From an optimization exercise on the open Yosys and OpenROAD flow, aimed at small area, a short achievable clock period and few clock cycles per item; shortcuts taken in it are not production practice. At most, simulation tests tie the RTL to the original design; equivalence was not proved. No functional check of the RTL was part of runs 1 to 3. Power and IR drop assume default switching activity.

==> flow/config.mk <==
export PLATFORM = sky130hd
export DESIGN_NAME = risc
export DESIGN_NICKNAME = risc
export VERILOG_FILES = /design/flow/design.v
export SDC_FILE = /design/flow/constraint.sdc
export NUM_CORES = 4
export LEC_CHECK = 0
export ABC_AREA = 1
export CAP_MARGIN = 20
export CORE_MARGIN = 2
export CORE_UTILIZATION = 40
export SETUP_SLACK_MARGIN = 3.5
export SLEW_MARGIN = 20
==> flow/constraint.sdc <==
create_clock -name core_clock -period 6.5 [get_ports {clk0}]
set_input_delay 1.3000 -clock core_clock [delete_from_list [all_inputs] [get_ports {clk0}]]
set_output_delay 1.3000 -clock core_clock [all_outputs]
set_load 0.01 [all_outputs]
==> flow/design.v <==
module inc24 (input [23:0] a, output [23:0] s);
wire c_1 = a[1] & a[0];
wire c_2 = a[3] & a[2];
wire c_3 = a[5] & a[4];
wire c_4 = a[7] & a[6];
wire c_5 = a[9] & a[8];
wire c_6 = a[11] & a[10];
wire c_7 = a[13] & a[12];
wire c_8 = a[15] & a[14];
wire c_9 = a[17] & a[16];
wire c_10 = a[19] & a[18];
wire c_11 = a[21] & a[20];
wire c_12 = a[23] & a[22];
wire c_13 = c_2 & c_1;
wire c_14 = c_4 & c_3;
wire c_15 = c_6 & c_5;
wire c_16 = c_8 & c_7;
wire c_17 = c_10 & c_9;
wire c_18 = c_12 & c_11;
wire c_19 = c_14 & c_13;
wire c_20 = c_16 & c_15;
wire c_21 = c_18 & c_17;
wire c_22 = c_20 & c_19;
wire c_23 = c_21 & c_22;
wire c_24 = c_15 & c_19;
wire c_25 = c_17 & c_22;
wire c_26 = c_3 & c_13;
wire c_27 = c_5 & c_19;
wire c_28 = c_7 & c_24;
wire c_29 = c_9 & c_22;
wire c_30 = c_11 & c_25;
wire c_31 = a[2] & c_1;
wire c_32 = a[4] & c_13;
wire c_33 = a[6] & c_26;
wire c_34 = a[8] & c_19;
wire c_35 = a[10] & c_27;
wire c_36 = a[12] & c_24;
wire c_37 = a[14] & c_28;
wire c_38 = a[16] & c_22;
wire c_39 = a[18] & c_29;
wire c_40 = a[20] & c_25;
wire c_41 = a[22] & c_30;
assign s[0] = ~a[0];
assign s[1] = a[1] ^ a[0];
assign s[2] = a[2] ^ c_1;
assign s[3] = a[3] ^ c_31;
assign s[4] = a[4] ^ c_13;
assign s[5] = a[5] ^ c_32;
assign s[6] = a[6] ^ c_26;
assign s[7] = a[7] ^ c_33;
assign s[8] = a[8] ^ c_19;
assign s[9] = a[9] ^ c_34;
assign s[10] = a[10] ^ c_27;
assign s[11] = a[11] ^ c_35;
assign s[12] = a[12] ^ c_24;
assign s[13] = a[13] ^ c_36;
assign s[14] = a[14] ^ c_28;
assign s[15] = a[15] ^ c_37;
assign s[16] = a[16] ^ c_22;
assign s[17] = a[17] ^ c_38;
assign s[18] = a[18] ^ c_29;
assign s[19] = a[19] ^ c_39;
assign s[20] = a[20] ^ c_25;
assign s[21] = a[21] ^ c_40;
assign s[22] = a[22] ^ c_30;
assign s[23] = a[23] ^ c_41;
endmodule
module add32 (input [31:0] a, input [31:0] p, input ci, output [31:0] s);
wire [31:0] g0 = a & ~p;
wire gc0 = g0[0] | (p[0] & ci);
wire g_1 = g0[1] | (p[1] & gc0);
wire g_2 = g0[3] | (p[3] & g0[2]);
wire p_2 = p[3] & p[2];
wire g_3 = g0[5] | (p[5] & g0[4]);
wire p_3 = p[5] & p[4];
wire g_4 = g0[7] | (p[7] & g0[6]);
wire p_4 = p[7] & p[6];
wire g_5 = g0[9] | (p[9] & g0[8]);
wire p_5 = p[9] & p[8];
wire g_6 = g0[11] | (p[11] & g0[10]);
wire p_6 = p[11] & p[10];
wire g_7 = g0[13] | (p[13] & g0[12]);
wire p_7 = p[13] & p[12];
wire g_8 = g0[15] | (p[15] & g0[14]);
wire p_8 = p[15] & p[14];
wire g_9 = g0[17] | (p[17] & g0[16]);
wire p_9 = p[17] & p[16];
wire g_10 = g0[19] | (p[19] & g0[18]);
wire p_10 = p[19] & p[18];
wire g_11 = g0[21] | (p[21] & g0[20]);
wire p_11 = p[21] & p[20];
wire g_12 = g0[23] | (p[23] & g0[22]);
wire p_12 = p[23] & p[22];
wire g_13 = g0[25] | (p[25] & g0[24]);
wire p_13 = p[25] & p[24];
wire g_14 = g0[27] | (p[27] & g0[26]);
wire p_14 = p[27] & p[26];
wire g_15 = g0[29] | (p[29] & g0[28]);
wire p_15 = p[29] & p[28];
wire g_16 = g0[31] | (p[31] & g0[30]);
wire p_16 = p[31] & p[30];
wire g_17 = g_2 | (p_2 & g_1);
wire g_18 = g_4 | (p_4 & g_3);
wire p_18 = p_4 & p_3;
wire g_19 = g_6 | (p_6 & g_5);
wire p_19 = p_6 & p_5;
wire g_20 = g_8 | (p_8 & g_7);
wire p_20 = p_8 & p_7;
wire g_21 = g_10 | (p_10 & g_9);
wire p_21 = p_10 & p_9;
wire g_22 = g_12 | (p_12 & g_11);
wire p_22 = p_12 & p_11;
wire g_23 = g_14 | (p_14 & g_13);
wire p_23 = p_14 & p_13;
wire g_24 = g_16 | (p_16 & g_15);
wire p_24 = p_16 & p_15;
wire g_25 = g_18 | (p_18 & g_17);
wire g_26 = g_20 | (p_20 & g_19);
wire p_26 = p_20 & p_19;
wire g_27 = g_22 | (p_22 & g_21);
wire p_27 = p_22 & p_21;
wire g_28 = g_24 | (p_24 & g_23);
wire p_28 = p_24 & p_23;
wire g_29 = g_26 | (p_26 & g_25);
wire g_30 = g_28 | (p_28 & g_27);
wire p_30 = p_28 & p_27;
wire g_31 = g_30 | (p_30 & g_29);
wire g_32 = g_27 | (p_27 & g_29);
wire g_33 = g_19 | (p_19 & g_25);
wire g_34 = g_21 | (p_21 & g_29);
wire g_35 = g_23 | (p_23 & g_32);
wire g_36 = g_3 | (p_3 & g_17);
wire g_37 = g_5 | (p_5 & g_25);
wire g_38 = g_7 | (p_7 & g_33);
wire g_39 = g_9 | (p_9 & g_29);
wire g_40 = g_11 | (p_11 & g_34);
wire g_41 = g_13 | (p_13 & g_32);
wire g_42 = g_15 | (p_15 & g_35);
wire g_43 = g0[2] | (p[2] & g_1);
wire g_44 = g0[4] | (p[4] & g_17);
wire g_45 = g0[6] | (p[6] & g_36);
wire g_46 = g0[8] | (p[8] & g_25);
wire g_47 = g0[10] | (p[10] & g_37);
wire g_48 = g0[12] | (p[12] & g_33);
wire g_49 = g0[14] | (p[14] & g_38);
wire g_50 = g0[16] | (p[16] & g_29);
wire g_51 = g0[18] | (p[18] & g_39);
wire g_52 = g0[20] | (p[20] & g_34);
wire g_53 = g0[22] | (p[22] & g_40);
wire g_54 = g0[24] | (p[24] & g_32);
wire g_55 = g0[26] | (p[26] & g_41);
wire g_56 = g0[28] | (p[28] & g_35);
wire g_57 = g0[30] | (p[30] & g_42);
assign s[0] = p[0] ^ ci;
assign s[1] = p[1] ^ gc0;
assign s[2] = p[2] ^ g_1;
assign s[3] = p[3] ^ g_43;
assign s[4] = p[4] ^ g_17;
assign s[5] = p[5] ^ g_44;
assign s[6] = p[6] ^ g_36;
assign s[7] = p[7] ^ g_45;
assign s[8] = p[8] ^ g_25;
assign s[9] = p[9] ^ g_46;
assign s[10] = p[10] ^ g_37;
assign s[11] = p[11] ^ g_47;
assign s[12] = p[12] ^ g_33;
assign s[13] = p[13] ^ g_48;
assign s[14] = p[14] ^ g_38;
assign s[15] = p[15] ^ g_49;
assign s[16] = p[16] ^ g_29;
assign s[17] = p[17] ^ g_50;
assign s[18] = p[18] ^ g_39;
assign s[19] = p[19] ^ g_51;
assign s[20] = p[20] ^ g_34;
assign s[21] = p[21] ^ g_52;
assign s[22] = p[22] ^ g_40;
assign s[23] = p[23] ^ g_53;
assign s[24] = p[24] ^ g_32;
assign s[25] = p[25] ^ g_54;
assign s[26] = p[26] ^ g_41;
assign s[27] = p[27] ^ g_55;
assign s[28] = p[28] ^ g_35;
assign s[29] = p[29] ^ g_56;
assign s[30] = p[30] ^ g_42;
assign s[31] = p[31] ^ g_57;
endmodule
`timescale 1ns / 10ps
module risc (
    input         reset,
    input         clk0,
    input  [31:0] mem_datain,
    output [23:0] paddr,
    output [31:0] mem_dataout,
    output        mem_req,
    output        mem_rdwr,
    output        halted
);
reg  [23:0] ar;     
reg  [31:0] acc;
reg  [31:0] ir;     
reg         ir_nz;  
reg         e;      
reg         hlt;    
reg         chk;    
reg         c_jge, c_jne;           
reg         c_sto;                  
reg         c_mem;                  
reg  [2:0]  c_op;                   
reg         c_shr, c_shl;
reg         c_clr;                  
localparam [2:0] OP_LDA = 3'b000, OP_COM = 3'b001, OP_AND = 3'b010, OP_OR  = 3'b011,
                 OP_XOR = 3'b100, OP_SWP = 3'b101, OP_ADD = 3'b110, OP_SUB = 3'b111;
wire        c_add = c_mem & c_op[2] & c_op[1];      
wire        c_ld  = c_mem & ~(c_op[2] & c_op[1]);   
assign paddr       = ar;
assign mem_dataout = acc;
assign mem_req     = ~hlt;
assign mem_rdwr    = ~(e & c_sto);
assign halted      = hlt;
wire [31:0] d  = mem_datain;
wire [7:0] o   = d[31:24];
wire       def = (o[7:4] == 4'h0);
wire       d_lda = def & (o[3:0] == 4'h0);
wire       d_sto = def & (o[3:0] == 4'h1);
wire       d_add = def & (o[3:0] == 4'h2);
wire       d_sub = def & (o[3:0] == 4'h3);
wire       d_jmp = def & (o[3:0] == 4'h4);
wire       d_jge = def & (o[3:0] == 4'h5);
wire       d_jne = def & (o[3:0] == 4'h6);
wire       d_stp = def & (o[3:0] == 4'h7);
wire       d_shr = def & (o[3:0] == 4'h8);
wire       d_shl = def & (o[3:0] == 4'h9);
wire       d_and = def & (o[3:0] == 4'ha);
wire       d_or  = def & (o[3:0] == 4'hb);
wire       d_xor = def & (o[3:0] == 4'hc);
wire       d_com = def & (o[3:0] == 4'hd);
wire       d_swp = def & (o[3:0] == 4'he);
wire       d_mem = d_lda | d_sto | d_add | d_sub | d_and | d_or | d_xor | d_com | d_swp;
wire       d_cj  = d_jge | d_jne;
wire [2:0] d_op = {d_xor | d_swp | d_add | d_sub,
                   d_and | d_or  | d_add | d_sub,
                   d_com | d_or  | d_swp | d_sub};
reg [3:0] k;
always @* begin
    case (c_op)
        OP_LDA:  k = 4'b1010;
        OP_COM:  k = 4'b0101;
        OP_AND:  k = 4'b1000;
        OP_OR:   k = 4'b1110;
        OP_XOR:  k = 4'b0110;
        OP_ADD:  k = 4'b0110;
        OP_SUB:  k = 4'b1001;
        default: k = 4'b1010;
    endcase
    if (~e) k = 4'b1010;
end
wire k_swp = e & (c_op == OP_SWP);
wire sign_n = ~c_clr & (c_ld ? ir[31] : c_shr ? 1'b0 : c_shl ? acc[30] : acc[31]);
wire nz_n   = ~c_clr & (c_ld ? ir_nz : ((|acc[30:1]) | (acc[31] & ~c_shl) | (acc[0] & ~c_shr)));
wire cond_n = (d_jge & ~sign_n) | (d_jne & nz_n);
wire squash = chk & ~((c_jge & ~acc[31]) | (c_jne & (|acc)));
wire [31:0] sum;
add32 adder (.a(acc), .p(ir), .ci(c_op[0]), .s(sum));
wire        x_ld  = c_ld & ~e, x_add = c_add & ~e, x_shr = c_shr & ~e, x_shl = c_shl & ~e;
wire [31:0] acc_n =
      ({32{x_ld}}  & ir)
    | ({32{x_add}} & sum)
    | ({32{x_shr}} & {1'b0, acc[31:1]})
    | ({32{x_shl}} & {acc[30:0], 1'b0})
    | ({32{~(x_ld | x_add | x_shr | x_shl | c_clr)}} & acc);
wire [23:0] ar1;
inc24 incr (.a(ar), .s(ar1));
wire [31:0] dl = (acc & d & {32{k[3]}}) | (acc & ~d & {32{k[2]}})
               | (~acc & d & {32{k[1]}}) | (~acc & ~d & {32{k[0]}});
wire [31:0] ir_n = k_swp ? {d[15:0], d[31:16]} :
                   e     ? dl : {d[31:24], ar1};
wire        jump = d_mem | d_jmp | (d_cj & (c_add | cond_n));
wire [23:0] ar_n = (e | squash) ? ir[23:0] : jump ? d[23:0] : ar1;
always @(posedge clk0) begin
    ir    <= ir_n;
    ir_nz <= |ir_n;
end
always @(posedge clk0) begin
    if (~e) begin
        c_sto <= d_sto;
        c_op  <= d_op;
    end
end
always @(posedge clk0)
    acc <= acc_n;
always @(posedge clk0 or posedge reset)
    if (reset)
        c_clr <= 1'b1;
    else if (~e)
        c_clr <= 1'b0;
always @(posedge clk0 or posedge reset) begin
    if (reset) begin
        ar    <= 24'h0;
        e     <= 1'b0;
        hlt   <= 1'b0;
        chk   <= 1'b0;
        c_jge <= 1'b0; c_jne <= 1'b0;
        c_mem <= 1'b0; c_shr <= 1'b0; c_shl <= 1'b0;
    end else begin
        ar    <= ar_n;
        if (e) begin
            e     <= 1'b0;
        end else begin
            e     <= ~squash & ~hlt & d_mem;
            hlt   <= hlt | (~squash & d_stp);
            chk   <= ~squash & d_cj & c_add;
            c_jge <= ~squash & d_jge;
            c_jne <= ~squash & d_jne;
            c_mem <= ~squash & d_mem & ~d_sto;
            c_shr <= ~squash & d_shr;
            c_shl <= ~squash & d_shl;
        end
    end
end
endmodule
==> flow/flow/run.sh <==
#!/bin/bash
# Own flow: the standard layout (standard.sh, ORFS make) with two changes:
#  - synthesis maps the logic with ABC script flow/abc.script (registers are
#    mapped before ABC, so they are the standard synthesis's); flow/synth.tcl
#    is synth_recipe.tcl with ABC's script swapped;
#  - the ports are buffered by the smallest buffer instead of the default
#    delay buffer (the resizer still upsizes any that timing or slew needs).
set -euo pipefail
here=$(pwd)
export MY_ABC_SCRIPT=$here/flow/abc.script
bash standard.sh SYNTH_SCRIPT=$here/flow/synth.tcl \
  BUFFER_PORTS_ARGS="-buffer_cell sky130_fd_sc_hd__buf_1" finish > make_finish.log 2>&1
==> flow/flow/abc.script <==
strash
dch
amap
topo
stime -c
buffer -c
upsize -c
dnsize -c
==> flow/flow/synth.tcl <==
# synth_recipe.tcl (the standard synthesis) with ABC's -script replaced by $MY_ABC_SCRIPT.
proc synth {args} { yosys synth -nofsm -noshare {*}$args }
proc abc {args} {
  set i [lsearch -exact $args -script]
  if {$i >= 0 && [info exists ::env(MY_ABC_SCRIPT)] && $::env(MY_ABC_SCRIPT) ne ""} {
    lset args [expr {$i + 1}] $::env(MY_ABC_SCRIPT)
  }
  puts "MY_ABC: abc $args"
  yosys abc {*}$args
}
source $::env(SCRIPTS_DIR)/synth.tcl
# left out here: clear keep_hierarchy, flatten, clean up, hide names made inside functions, write 1_2_yosys.v
==> flow/standard.sh <==
#!/bin/bash
# synth_recipe.tcl (not shown) runs the flow's synth.tcl, then flattens the netlist and writes it again
# the make line also repeats each setting of config.mk as NAME=value (left out here)
make -C /OpenROAD-flow-scripts/flow DESIGN_CONFIG=/design/flow/config.mk WORK_HOME=/design/flow/orfs CLKGATE_MAP_FILE= SYNTH_SCRIPT=/design/flow/synth_recipe.tcl "${@:-finish}"
==> results of run 1 <==
## cells by family (layout without fill, tap and decap cells)
| kind of cell | Yosys count | in the layout | share of synthesized area |
|---|---|---|---|
| AOI/OAI and AO/OA | 376 | 376 | 0.396 |
| and+or+nand+nor | 201 | 201 | 0.136 |
| buffers and inverters | 171 | 276 | 0.100 |
| DFF | 102 | 102 | 0.345 |
| adders and majority gates | 12 | 12 | 0.0230 |
## layout make-up
| cell class | instances | area [µm²] |
|---|---|---|
| clock buffers | 14 | 295 |
| fillers | 1590 | 7680 |
| multi-input cells | 589 | 4070 |
| well taps | 216 | 270 |
| flip-flops and latches | 102 | 2250 |
| repair buffers | 135 | 731 |
| clock inverters | 2 | 60.1 |
| inverters | 125 | 526 |
## metrics by stage
stage | worst slack [ns] | total power [mW] | instances
after global placement | 2.05 | 2.45 | 1139
after global routing | 1.88 | 3.59 | 1183
after floorplan | 2.34 | 1.98 | 862
after CTS | 2.09 | 3.21 | 1173
final | 2.01 | 3.40 | 1183
after detailed placement | 1.98 | 2.45 | 1139
## power breakdown
part | switching, mW | internal [mW] | total (mW) | leakage, nW
clock network | 0.260 | 0.394 | 0.654 | 0.174
registers | 0.289 | 0.853 | 1.14 | 0.992
logic | 0.952 | 0.651 | 1.60 | 1.94
## worst paths after layout
| kind | from | to | slack (ns) | depth (start not counted) |
|---|---|---|---|---|
| hold reg to reg | hlt | e | 0.45 | 1 |
| setup reg to reg | ar[0] | ir_nz | 2.01 | 20 |
| min in group asynchronous | reset | ar[6] | 1.00 | 3 |
| setup / recovery | ar[0] | ir_nz | 2.01 | 20 |
| max in group asynchronous | reset | c_clr | 5.13 | 3 |
| hold / removal | hlt | e | 0.45 | 1 |
## layer usage
metal / wire (µm) / GRT usage / part of all wire / vias to the layer above
li1: - / - / - / 3478
met1: 11100 / 0.398 / 0.41 / 3689
met4: 1010 / 0.127 / 0.037 / 0
met3: 2550 / 0.0637 / 0.093 / 81
met2: 12700 / 0.489 / 0.46 / 482
met5: 0 / 0 / 0 / -
## worst register-to-register path, cell delays in order (launching register included)
cell and delay (ns):
dfrtp_1 0.37, ha_2 0.20, and3_4 0.18, and3_4 0.19
and3_4 0.20, and3_4 0.19, and3_4 0.18, and3_4 0.18
and3_4 0.18, and3_4 0.17, and3_4 0.17, and3_4 0.20
ha_4 0.13, nand2_1 0.06, o21ai_2 0.08, a32o_1 0.17
o22ai_2 0.08, or4_1 0.41, or3_1 0.35, or3_1 0.30
or4_1 0.39
## sequential cells by signal (all words and copies together), names as in the netlist
| register | flops |
|---|---|
| c_op | 3 |
| ir_nz | 1 |
| acc | 32 |
| c_jge | 1 |
| chk | 1 |
| c_clr | 1 |
| ir | 32 |
| e | 1 |
| c_mem | 1 |
| c_jne | 1 |
| hlt | 1 |
| ar | 24 |
| c_sto | 1 |
| c_shr | 1 |
| c_shl | 1 |
## placed cells by master (no fill, tap or decap), types with 11 or more instances in the layout
| master | netlist | final |
|---|---|---|
| a21oi_1 | 87 | 74 |
| a21oi_2 | 1 | 13 |
| a221oi_2 | 0 | 14 |
| a222oi_1 | 20 | 20 |
| a22oi_1 | 13 | 11 |
| buf_1 | 6 | 89 |
| buf_4 | 1 | 33 |
| dfrtp_1 | 32 | 32 |
| dfxtp_1 | 65 | 63 |
| inv_1 | 119 | 109 |
| nand2_1 | 47 | 47 |
| nor2_1 | 99 | 81 |
| nor2_2 | 3 | 15 |
| o211ai_1 | 13 | 13 |
| o21ai_0 | 69 | 39 |
| o21ai_1 | 4 | 30 |
| o221ai_1 | 42 | 41 |
| o22ai_1 | 47 | 45 |
## what timing repair did
action	in CTS	in global routing
setup endpoints to repair	48	61
buffers inserted	18	9
gates cloned	0	0
resized for setup	49	49
pin swaps	15	19
==> impl_metrics.tcl, run 1 <==
set metrics [dict create \
    clock_latency_ns 0.36 \
    yosysMostFrequentCell "inv_1" \
    ys_warn_count 1 \
    nets 1008 \
    syn2layout_area_growth_pct 25.9 \
    track_usage 0.305 \
    dp_hpwl_um 18500 \
    crit_required_ns 6.75 \
    drt-total-wl_um 27300 \
    dieArea_um2 17300 \
    ant_nets 0 \
    synth.distinct_cells 54 \
    avgSynthCellArea_um2 7.56 \
    synth_seq_area_share 0.345 \
    drive_gt1_frac 0.174 \
    hold_class "reg -> reg" \
    portBuffers 92 \
    slew_viol_final 0 \
    rows 46 \
    peakVddDrop_uv 195 \
    syn_nets 908 \
    ys_ff_latch 102 \
    final_area_um2 8200 \
    via_per_inst 6.53 \
    firstDrtPassIters 8 \
    grt_pass1_vias 7111 \
    synth_top_flop_cell "dfxtp_1" \
    io_pins 93 \
    cts_tree "built" \
    rsz0062_at_grt "true" \
    drv_cap 0 \
    netlist_instances 862 \
    cp_num_buf_inv 0 \
    cp-start-kind "register" \
    crit_fanout 2 \
    grt.overflow.total 0 \
    critPathCaptureType "register" \
    synth_common_cells "inv_1 (119), nor2_1 (99), a21oi_1 (87)" \
    cts-buffers-inserted 9 \
    p_per_area_nw_per_um2 414 \
    p_leak_nw 3.11 \
    worst_pin_slew_ns 1.00 \
    routabilityCongestion 0.923 \
    max_freq_mhz 223 \
    status "timing/DRC/antenna clean" \
    placed_cell_area_um2 7280 \
    grt_antenna_before_repair 0 \
    critPathTopFamily "simple AND/OR/NAND/NOR gates" \
    yosysTopAreaCell "dfxtp_1" \
    setup_viol 0 \
    drt_iter0_drc 1117 \
    arrival_ns 4.74 \
    cpMostUsedCell "and3_4" \
    die_h_um 132 \
    timing.final.crit_period_ns 4.49 \
    critPathKind "reg -> reg" \
    synth_top_cell_area_share 0.200 \
    htreeDepth 3 \
    setup_tns_ns 0 \
    crit_chain "ha_2, and3_4, and3_4, and3_4, and3_4, and3_4, and3_4, and3_4, and3_4, and3_4, and3_4, ha_4, nand2_1, o21ai_2, a32o_1, o22ai_2, or4_1, or3_1, or3_1, or4_1" \
    cts_root_buf "clkbuf_16" \
    synth.area.top_cells "dfxtp_1 (20%), dfrtp_1 (12%), inv_1 (6.9%), a21oi_1 (6.7%), nor2_1 (5.7%)" \
    clkTransAtPathRegs_ns 0.08 \
    grt_max_degree 45 \
    synth_edf_count 4 \
    routedWlPerCell_um 23.1 \
    slowest_delay_ns 0.41 \
    min_period_over_period 0.691 \
    core_region_area_um2 15900 \
    num_vias 7730 \
    async_flop_share 0.324 \
    start_util 0.410 \
    clock_path_buffers 2 \
    hold_buffers 0 \
    crit_path_top_delay_cell "or4_1" \
    netlist_area_um2 6510 \
    cts_num_sinks 102 \
    fin_skew_ns 0.0115 \
    drcViolationCount 0 \
    timing.hold.ws_ns 0.446 \
    diodes 0 \
    timing.final.hold_violations 0 \
    slew_headroom 0.330 \
    dieWidth_um 132 \
    fin_util 0.516 \
    grt_pass1_wl_um 41200 \
]
==> run 2, diff against run 1 <==
==> flow/flow/abc.script (replaced) <==
strash
dch
map -a
topo
stime -c
buffer -c
upsize -c
dnsize -c
==> impl_metrics.tcl, run 2 <==
set metrics [dict create \
    clock_path_buffers 2 \
    gr-usage-met1 0.447 \
    setup_viol 0 \
    grt_use_met3 0.0514 \
    synth.area.top_cells "dfxtp_1 (19%), dfrtp_1 (12%), a21oi_1 (9.7%), o21ai_0 (9.0%), inv_1 (7.3%)" \
    yosysTopAreaCell "dfxtp_1" \
    netlist_instances 995 \
    grt_pass1_vias 7204 \
    grt.overflow.total 0 \
    cts_num_sinks 102 \
    p_leak_nw 3.49 \
    ant_nets 0 \
    num_vias 8148 \
    syn2layout_area_growth_pct 22.6 \
    slowest_delay_ns 0.40 \
    layout_commonest_cell "inv_1" \
    routedWlPerCell_um 22.3 \
    arrival_ns 3.58 \
    ys_ff_latch 102 \
    timing.final.hold_violations 0 \
    synth_edf_count 4 \
    hold_class "reg -> reg" \
    rows 47 \
    clkTransAtPathRegs_ns 0.07 \
    routabilityCongestion 0.975 \
    synthAdderAreaFrac 0.0221 \
    diodes 0 \
    slew_headroom 0.251 \
    synth_common_cells "a21oi_1 (132), inv_1 (132), nor2_1 (130)" \
    setup_tns_ns 0 \
    fin_util 0.503 \
    grt_max_degree 47 \
    dp_hpwl_um 20400 \
    cts_root_buf "clkbuf_16" \
    met2_usage 0.499 \
    nets 1150 \
    die_h_um 134 \
    muxShareOfSynthArea 0.00147 \
    p_per_area_nw_per_um2 379 \
    peakVddDrop_uv 181 \
    crit_fanout 2 \
    via_per_inst 6.13 \
    r2r_start "ar[1]" \
    firstDrtPassIters 11 \
    crit_path_top_delay_cell "dfrtp_1" \
    portBuffers 92 \
    synth_xor_area_frac 0.0232 \
    cpMostUsedCell "and3_4" \
    reg2regPathDepth 20 \
    synth-simple-area-share 0.192 \
    synth_top_family_by_area "compound AO/OA/AOI/OAI gates" \
    syn_nets 1041 \
    worst_pin_slew_ns 1.12 \
    avgSynthCellArea_um2 6.84 \
    synth_top_flop_cell "dfxtp_1" \
    cp-start-kind "register" \
    clock_latency_ns 0.36 \
    timing.final.crit_period_ns 3.37 \
    setup.worst_path.end "ir_nz" \
    grt_pass1_wl_um 44000 \
    startpoint "ar[1]" \
    netlist_area_um2 6810 \
    fin_skew_ns 0.00885 \
    synth.distinct_cells 48 \
    min_period_over_period 0.518 \
    crit_chain "ha_4, nand3_4, nor2_4, and3_4, and3_4, nand3_2, inv_2, nand3_4, nor2_4, and3_4, and3_4, and3_4, ha_4, xor2_2, a21oi_2, o21ai_2, nor4_2, nand2_1, nor4_2, nand4_1" \
    final-instance-count-excl-fill 1329 \
    io_pins 93 \
    drt-total-wl_um 29600 \
    critPathKind "reg -> reg" \
    reg2reg_slack_ns 3.13 \
    synth_compound_area_frac 0.329 \
    timing.hold.ws_ns 0.456 \
    r2r-end "ir_nz" \
    crit_required_ns 6.71 \
    rsz0062_at_grt "true" \
    cts_tree "built" \
    track_usage 0.322 \
    ys_warn_count 1 \
    max_freq_mhz 297 \
    busiest_layer "met2" \
    drt_iter0_drc 1049 \
    start_util 0.410 \
    core_region_area_um2 16600 \
    synth_top_cell_area_share 0.191 \
    drv_cap 0 \
    dp.cells 1275 \
    drive_gt1_frac 0.147 \
    cts-buffers-inserted 9 \
    critPathCaptureType "register" \
    slew_viol_final 0 \
    htreeDepth 3 \
    grt_antenna_before_repair 0 \
    drcViolationCount 0 \
    synth_seq_area_share 0.330 \
    dieArea_um2 18100 \
    async_flop_share 0.324 \
    final_cell_mix "inv_1 (123), a21oi_1 (119), nor2_1 (118)" \
    dieWidth_um 134 \
    reg.largest.list "acc (32), ir (32), ar (24)" \
    status "timing/DRC/antenna clean" \
    nFillCells 1695 \
]
==> run 2: changes by cell type in the layout (fill, tap and decap cells not counted), moves of 17 or more <==
cell,previous run,this run
o21ai_0,39,111
a21oi_1,74,119
nor2_1,81,118
nand2_1,47,72
nand3_1,5,26
a222oi_1,20,0
o21ai_1,30,10
o221ai_1,41,21
o22ai_1,45,28
xor2_1,0,17
==> run 2: kinds of logic (layout without fill, tap and decap cells) <==
kind of cell | count (synthesis) | after routing
AOI/OAI and AO/OA | 381 | 381
and+or+nand+nor | 297 | 297
buffers and inverters | 184 | 298
DFF | 102 | 102
xor gates and xnor gates | 18 | 18
muxes | 1 | 1
adders and majority gates | 12 | 12
==> run 2: report_power, final <==
part           internal [mW]  switching (mW)
combinational          0.548           0.937
sequential             0.853           0.308
clock                  0.259           0.253
total                   1.66            1.50
==> run 2: worst min-delay path by stage <==
| stage | from | cells after the start | end | slack, ns |
|---|---|---|---|---|
| floorplan | chk | 2 | chk | 0.45 |
| global placement | hlt | 1 | e | 0.43 |
| detailed placement | hlt | 1 | e | 0.45 |
| CTS | hlt | 1 | e | 0.46 |
| global route | hlt | 1 | e | 0.47 |
| finish | hlt | 1 | e | 0.46 |
==> run 2: cell type report <==
cell class,instances,area (µm²),area share
well taps,220,275,0.0330
inverters,139,536,0.0642
flip-flops and latches,102,2250,0.270
clock buffers,13,240,0.0288
clock inverters,3,15.0,0.00180
multi-input cells,709,4250,0.509
repair inverters,2,12.5,0.00150
repair buffers,141,764,0.0917
==> run 2: worst max-delay path: cells and delay by family, from the launching register on <==
kind	cells	cell delay (ns)
AO/OA/AOI/OAI	2	0.27
flip-flops	1	0.40
adder cells (fa/ha/maj)	2	0.31
buffers and inverters	1	0.10
AND/OR/NAND/NOR	14	2.06
XOR/XNOR	1	0.08
==> run 2: metal layers <==
layer  wire length (µm)  vias up
met1              12300     3789
met4               1180        0
met5                  0        -
met3               2940       84
met2              13100      537
li1                   -     3738
==> run 2: stage by stage <==
stage	instance area (µm²)	power, mW	worst slack, ns
floorplan	6810	1.93	3.50
global placement	7370	2.39	2.12
detailed placement	7370	2.39	2.00
CTS	7980	2.96	3.14
global route	8340	3.36	3.04
finish	8340	3.16	3.13
==> run 2: what timing repair did <==
item / CTS / global route
endpoints found under the setup margin: 38 / 44
hold endpoints to repair: 0 / 0
hold buffers: 0 / 0
pin swaps: 12 / 25
gates resized for setup: 39 / 82
gates cloned: 2 / 0
buffers inserted: 23 / 13
==> run 3, diff against run 2 <==
==> flow/flow/abc.script (replaced) <==
strash
dch
map -B 0.5
topo
stime -c
buffer -c
upsize -c
dnsize -c
strash
dch
map -B 0.5
topo
stime -c
buffer -c
upsize -c
dnsize -c
==> impl_metrics.tcl, run 3 <==
set metrics [dict create \
    ys_ff_latch 102 \
    slew_viol_final 0 \
    p_leak_nw 3.49 \
    timing.final.hold_violations 0 \
    core_region_area_um2 17200 \
    cts_root_buf "clkbuf_16" \
    routedWlPerCell_um 20.4 \
    cp.depth 21 \
    drv_cap 0 \
    synth_common_cells "nand2_1 (162), inv_1 (125), a21oi_1 (85)" \
    portBuffers 92 \
    slew_headroom 0.354 \
    cts_tree "built" \
    timing.final.crit_period_ns 3.05 \
    max_freq_mhz 328 \
    grt.overflow.total 0 \
    fin_skew_ns 0.0143 \
    async_flop_share 0.324 \
    cts_num_sinks 102 \
    nets 1142 \
    synth.area.top_cells "dfxtp_1 (19%), dfrtp_1 (11%), nand2_1 (8.7%), inv_1 (6.7%), a21oi_1 (6.1%)" \
    synth.distinct_cells 55 \
    critPathTopFamily "simple AND/OR/NAND/NOR gates" \
    nFillCells 1778 \
    cp_num_buf_inv 3 \
    r2r-end "ir_nz" \
    ant_nets 0 \
    dp_hpwl_um 19400 \
    synth_top_cell_area_share 0.185 \
    start_util 0.407 \
    setup_viol 0 \
    io_pins 93 \
    clkTransAtPathRegs_ns 0.08 \
    cpMostUsedCell "nand3_4" \
    syn2layout_area_growth_pct 17.1 \
    yosysTopAreaCell "dfxtp_1" \
    drt-total-wl_um 27100 \
    critPathCaptureType "register" \
    avgSynthCellArea_um2 7.01 \
    dp_slack_ns 2.80 \
    die_h_um 136 \
    drt_iter0_drc 990 \
    peakVddDrop_uv 228 \
    timing.hold.ws_ns 0.478 \
    netlist_area_um2 7020 \
    crit_required_ns 6.74 \
    grt_pass1_vias 7079 \
    ys_warn_count 1 \
    netlist_instances 1002 \
    clock_latency_ns 0.37 \
    setup_tns_ns 0 \
    reg.largest.list "acc (32), ir (32), ar (24)" \
    hold_class "reg -> reg" \
    htreeDepth 3 \
    firstDrtPassIters 10 \
    grt_max_degree 43 \
    min_to "c_clr" \
    crit_path_top_delay_cell "dfrtp_1" \
    syn_nets 1048 \
    rows 48 \
    worst_pin_slew_ns 0.968 \
    p_per_area_nw_per_um2 392 \
    arrival_ns 3.29 \
    yosysMostFrequentCell "nand2_1" \
    grt_pass1_wl_um 40500 \
    synth_top_flop_cell "dfxtp_1" \
    fin_util 0.477 \
    routabilityCongestion 0.985 \
    r2r_start "ar[0]" \
    dieWidth_um 136 \
    track_usage 0.287 \
    dieArea_um2 18600 \
    drcViolationCount 0 \
    num_vias 7848 \
    synth_edf_count 4 \
    rsz0062_at_grt "true" \
    whs_path_depth 2 \
    synth_seq_area_share 0.320 \
    slowest_delay_ns 0.36 \
    layout_commonest_cell "nand2_1" \
    cts-buffers-inserted 9 \
    final_cell_mix "nand2_1 (161), inv_1 (121), buf_1 (89)" \
    hp-start "c_clr" \
    diodes 0 \
    crit_chain "ha_2, nand3_2, inv_2, nand3_4, nor2_4, nand3_2, inv_2, nand3_4, nor3_4, inv_1, nor2_2, and3_4, nand3_4, nor2_4, ha_4, a22oi_2, o21ai_2, nor4_2, nand2_1, nor2_2, nand3_1" \
    cp-start-kind "register" \
    critPathKind "reg -> reg" \
    crit_fanout 2 \
    grt_antenna_before_repair 0 \
    reg2regPathDepth 21 \
    via_per_inst 5.92 \
    status "timing/DRC/antenna clean" \
    reg2reg_slack_ns 3.45 \
    min_period_over_period 0.469 \
    clock_path_buffers 2 \
    drive_gt1_frac 0.144 \
    total_power_mw 3.22 \
    setup_slack_ns 3.45 \
]
==> run 3: through the flow <==
stage          cell area, µm²  cells
2_1_floorplan            7020   1002
3_3_place_gp             7430   1282
3_5_place_dp             7430   1282
4_1_cts                  7980   1318
5_1_grt                  8220   1326
6_report                 8220   1326
==> run 3: worst max path at each step <==
| stage | start | end | slack (ns) |
|---|---|---|---|
| 2_1_floorplan | ar[0] | ir_nz | 3.58 |
| 3_3_place_gp | ar[0] | ir_nz | 2.83 |
| 3_5_place_dp | ar[0] | ir_nz | 2.80 |
| 4_1_cts | ar[0] | ir_nz | 3.22 |
| 5_1_grt | ar[1] | ir_nz | 3.28 |
| 6_report | ar[0] | ir_nz | 3.45 |
==> run 3: routing by layer <==
layer,track usage,part of all wire
met1,0.397,0.43
met2,0.436,0.44
met3,0.0530,0.083
met4,0.130,0.039
met5,0,0
==> run 3: worst reg2reg max path, cell delays in order, from the launching register on <==
cell     delay, ns
dfrtp_1       0.36
ha_2          0.20
nand3_2       0.07
inv_2         0.09
nand3_4       0.08
nor2_4        0.11
nand3_2       0.08
inv_2         0.08
nand3_4       0.08
nor3_4        0.15
inv_1         0.07
nor2_2        0.13
and3_4        0.22
nand3_4       0.09
nor2_4        0.14
ha_4          0.22
a22oi_2       0.15
o21ai_2       0.11
nor4_2        0.21
nand2_1       0.09
nor2_2        0.12
nand3_1       0.07
==> run 3: report_power, final <==
part / leakage [nW] / total [mW] / switching (mW) / internal [mW]
logic: 2.36 / 1.46 / 0.914 / 0.546
registers: 0.985 / 1.20 / 0.337 / 0.866
clock network: 0.143 / 0.560 / 0.252 / 0.309
total: 3.49 / 3.22 / 1.50 / 1.72
==> run 3: logic make-up (layout without fill, tap and decap cells) <==
kind of cell,Yosys count,count (layout),share of synthesized area
and+or+nand+nor,337,337,0.217
adders and majority gates,12,12,0.0214
AOI/OAI and AO/OA,358,358,0.315
xor gates and xnor gates,11,11,0.0137
buffers and inverters,182,281,0.113
DFF,102,102,0.320
==> run 3: repair_timing <==
action,in CTS,in global routing
resized for setup,23,41
pin swaps,14,17
setup endpoints to repair,45,33
hold buffers,0,0
setup buffers,20,8
==> run 3: cell type report <==
| type | instances | area (µm²) | share of cell area |
|---|---|---|---|
| Clock inverter | 4 | 47.5 | 0.00578 |
| Timing Repair Buffer | 125 | 613 | 0.0746 |
| Multi-Input combinational cell | 718 | 4240 | 0.515 |
| Sequential cell | 102 | 2250 | 0.273 |
| Inverter | 140 | 551 | 0.0670 |
| Clock buffer | 12 | 246 | 0.0300 |
| Tap cell | 225 | 282 | 0.0342 |
==> run 4, diff against run 3 <==
--- a/flow/design.v
+++ b/flow/design.v
@@ -200,3 +200,3 @@
 reg  [31:0] ir;     
-reg         ir_nz;  
+reg  [1:0]  ir_nz;  
 reg         e;      
@@ -258,3 +258,3 @@
 wire sign_n = ~c_clr & (c_ld ? ir[31] : c_shr ? 1'b0 : c_shl ? acc[30] : acc[31]);
-wire nz_n   = ~c_clr & (c_ld ? ir_nz : ((|acc[30:1]) | (acc[31] & ~c_shl) | (acc[0] & ~c_shr)));
+wire nz_n   = ~c_clr & (c_ld ? (|ir_nz) : ((|acc[30:1]) | (acc[31] & ~c_shl) | (acc[0] & ~c_shr)));
 wire cond_n = (d_jge & ~sign_n) | (d_jne & nz_n);
@@ -280,3 +280,3 @@
     ir    <= ir_n;
-    ir_nz <= |ir_n;
+    ir_nz <= {|ir_n[31:16], |ir_n[15:0]};
 end
==> impl_metrics.tcl, run 4 <==
set metrics [dict create \
    slew_headroom 0.340 \
    syn2layout_area_growth_pct 17.5 \
    firstDrtPassIters 5 \
    total_power_mw 3.13 \
    drt-total-wl_um 28000 \
    final_cell_mix "nand2_1 (157), inv_1 (121), o21ai_0 (113)" \
    nFillCells 1791 \
    max_freq_mhz 315 \
    dieArea_um2 18400 \
    cts-buffers-inserted 9 \
    p_per_area_nw_per_um2 384 \
    netlist_area_um2 6930 \
    hold_buffers 0 \
    drcViolationCount 0 \
    reg.largest.list "acc (32), ir (32), ar (24)" \
    yosysTopAreaCell "dfxtp_1" \
    dp_hpwl_um 19200 \
    clock_path_buffers 2 \
    htreeDepth 3 \
    syn_nets 1066 \
    synth.distinct_cells 55 \
    synth_top_flop_cell "dfxtp_1" \
    p_leak_nw 3.39 \
    min_period_over_period 0.489 \
    netlist_instances 1020 \
    ys_warn_count 1 \
    status "timing/DRC/antenna clean" \
    peakVddDrop_uv 165 \
    cts_num_sinks 103 \
    rsz0062_at_grt "true" \
    dieWidth_um 136 \
    io_pins 93 \
    clkTransAtPathRegs_ns 0.08 \
    routedWlPerCell_um 20.9 \
    drt_iter0_drc 992 \
    start_util 0.405 \
    cts_root_buf "clkbuf_16" \
    synth_seq_area_share 0.327 \
    async_flop_share 0.320 \
    setup_tns_ns 0 \
    synth_edf_count 4 \
    slew_viol_final 0 \
    ys_ff_latch 103 \
    ant_nets 0 \
    drive_gt1_frac 0.102 \
    synth.area.top_cells "dfxtp_1 (19%), dfrtp_1 (12%), nand2_1 (8.6%), o21ai_0 (8.4%), a21oi_1 (7.8%)" \
    cp-start-kind "register" \
    grt.overflow.total 0 \
    clock_latency_ns 0.36 \
    grt_pass1_vias 7243 \
    num_vias 8043 \
    grt_antenna_before_repair 0 \
    grt_pass1_wl_um 41900 \
    arrival_ns 3.49 \
    rows 48 \
    cts_tree "built" \
    portBuffers 92 \
    synth_top_cell_area_share 0.191 \
    hold_class "reg -> reg" \
    nets 1153 \
    timing.hold.ws_ns 0.474 \
    crit_fanout 31 \
    critPathKind "reg -> reg" \
    yosysMostFrequentCell "nand2_1" \
    worst_pin_slew_ns 0.990 \
    synth_common_cells "nand2_1 (159), inv_1 (125), o21ai_0 (116)" \
    timing.final.crit_period_ns 3.18 \
    die_h_um 136 \
    drv_cap 0 \
    grt_max_degree 42 \
    fin_skew_ns 0.00570 \
    critPathCaptureType "register" \
    diodes 0 \
    routabilityCongestion 0.976 \
    setup_viol 0 \
    track_usage 0.300 \
    timing.final.hold_violations 0 \
    via_per_inst 6.02 \
    avgSynthCellArea_um2 6.80 \
    crit_required_ns 6.81 \
    core_region_area_um2 17100 \
    layout_commonest_cell "nand2_1" \
]
## run 4: cell families (layout without fill, tap and decap cells)
family                   after synthesis  after routing  share of synthesized area
buffers and inverters                189            280                      0.110
AO/OA/AOI/OAI                        377            377                      0.316
adder cells (fa/ha/maj)               12             12                     0.0217
flip-flops                           103            103                      0.327
XOR/XNOR                              11             11                     0.0139
AND/OR/NAND/NOR                      328            329                      0.211
## run 4: critical path: stages, from the launching register on
cell and delay [ns]:
dfrtp_1 0.51, inv_4 0.24, a21oi_2 0.79, inv_2 0.44, a21oi_1 0.22, o21ai_0 0.09, nand3_1 0.10, o21ai_1 0.06
o21ai_0 0.43, nor4_2 0.12, nand4_1 0.08
## run 4: per-layer routing
| layer | up-vias | track usage | routed length, µm |
|---|---|---|---|
| met5 | - | 0 | 0 |
| met4 | 0 | 0.123 | 997 |
| met3 | 72 | 0.0509 | 2780 |
| met2 | 472 | 0.471 | 12600 |
| met1 | 3752 | 0.410 | 11600 |
| li1 | 3747 | - | - |
## run 4: per-stage QoR
stage	area, µm²	utilization	setup WS, ns	instances
floorplan	6930	-	3.71	1020
global placement	7390	0.432	2.77	1298
detailed placement	7390	0.432	2.70	1298
CTS	7960	0.465	3.27	1325
global route	8150	0.476	3.17	1337
finish	8150	0.476	3.32	1337
## run 4: final cells by class
| class | count | area, µm² | share of cell area |
|---|---|---|---|
| inverter | 143 | 551 | 0.0676 |
| multi-input combinational | 729 | 4150 | 0.509 |
| clock buffer | 10 | 250 | 0.0307 |
| clock inverter | 6 | 66.3 | 0.00814 |
| tap | 225 | 282 | 0.0346 |
| timing repair buffer | 121 | 584 | 0.0717 |
| sequential | 103 | 2270 | 0.278 |
## run 4: what timing repair did
item / in CTS / in global routing
resized for setup: 39 / 16
setup endpoints to repair: 29 / 53
pin swaps: 9 / 15
gates cloned: 0 / 1
setup buffers: 11 / 11
## run 4: power breakdown
| group | total (mW) | internal, mW | switching, mW |
|---|---|---|---|
| sequential | 1.19 | 0.859 | 0.328 |
| clock | 0.593 | 0.323 | 0.270 |
| combinational | 1.35 | 0.494 | 0.855 |
| total | 3.13 | 1.68 | 1.45 |
## run 4: path summary, 6_finish.rpt
check	slack (ns)	start	cells after the start	end
worst max-delay path	3.32	e	10	ir_nz[1]
max in group asynchronous	5.10	reset	3	c_clr
worst min-delay path	0.47	c_clr	2	c_clr
worst max register to register	3.32	e	10	ir_nz[1]
worst min register to register	0.47	c_clr	2	c_clr
min in group asynchronous	1.03	reset	3	ar[3]
Testbench counts of run 4, summed over its fixed seeds: cycles 64,424, instructions 36,867.

==> static timing again, ports no longer ideal <==
How much do the figures lean on ideal ports? The routed layouts below were timed once more, with nothing changed but the port constraints. Step 1 sets driving cells, clkbuf_16 on the clock port and buf_2 on the other inputs (assumed; they add their load-dependent delay and slew). Step 2 adds t to the input delays and takes it off the output delays; t is the mean of the earliest and latest rising clock arrival at the registers after step 1. Input paths then give back, and output paths get back, about the clock's delay inside the block. a / b / c = no drivers / after step 1 / after step 2; a / b = the first two.
run | t (ns) | slack for setup (ns) | latest minus earliest clock arrival (ns) | pins driven straight from the clock port
run 1 | 0.405 | 2.008 / 2.008 / 2.008 | 0.012 / 0.012 | 1
run 2 | 0.400 | 3.132 / 3.132 / 3.017 | 0.009 / 0.009 | 1
run 3 | 0.409 | 3.455 / 3.455 / 3.167 | 0.014 / 0.014 | 1
run 4 | 0.407 | 3.321 / 3.321 / 3.250 | 0.006 / 0.006 | 1
After both steps setup and hold are still met in every run listed. The setup slack of run 3, which loses most, moves by 0.000 ns with the drivers and by -0.288 ns with both steps.
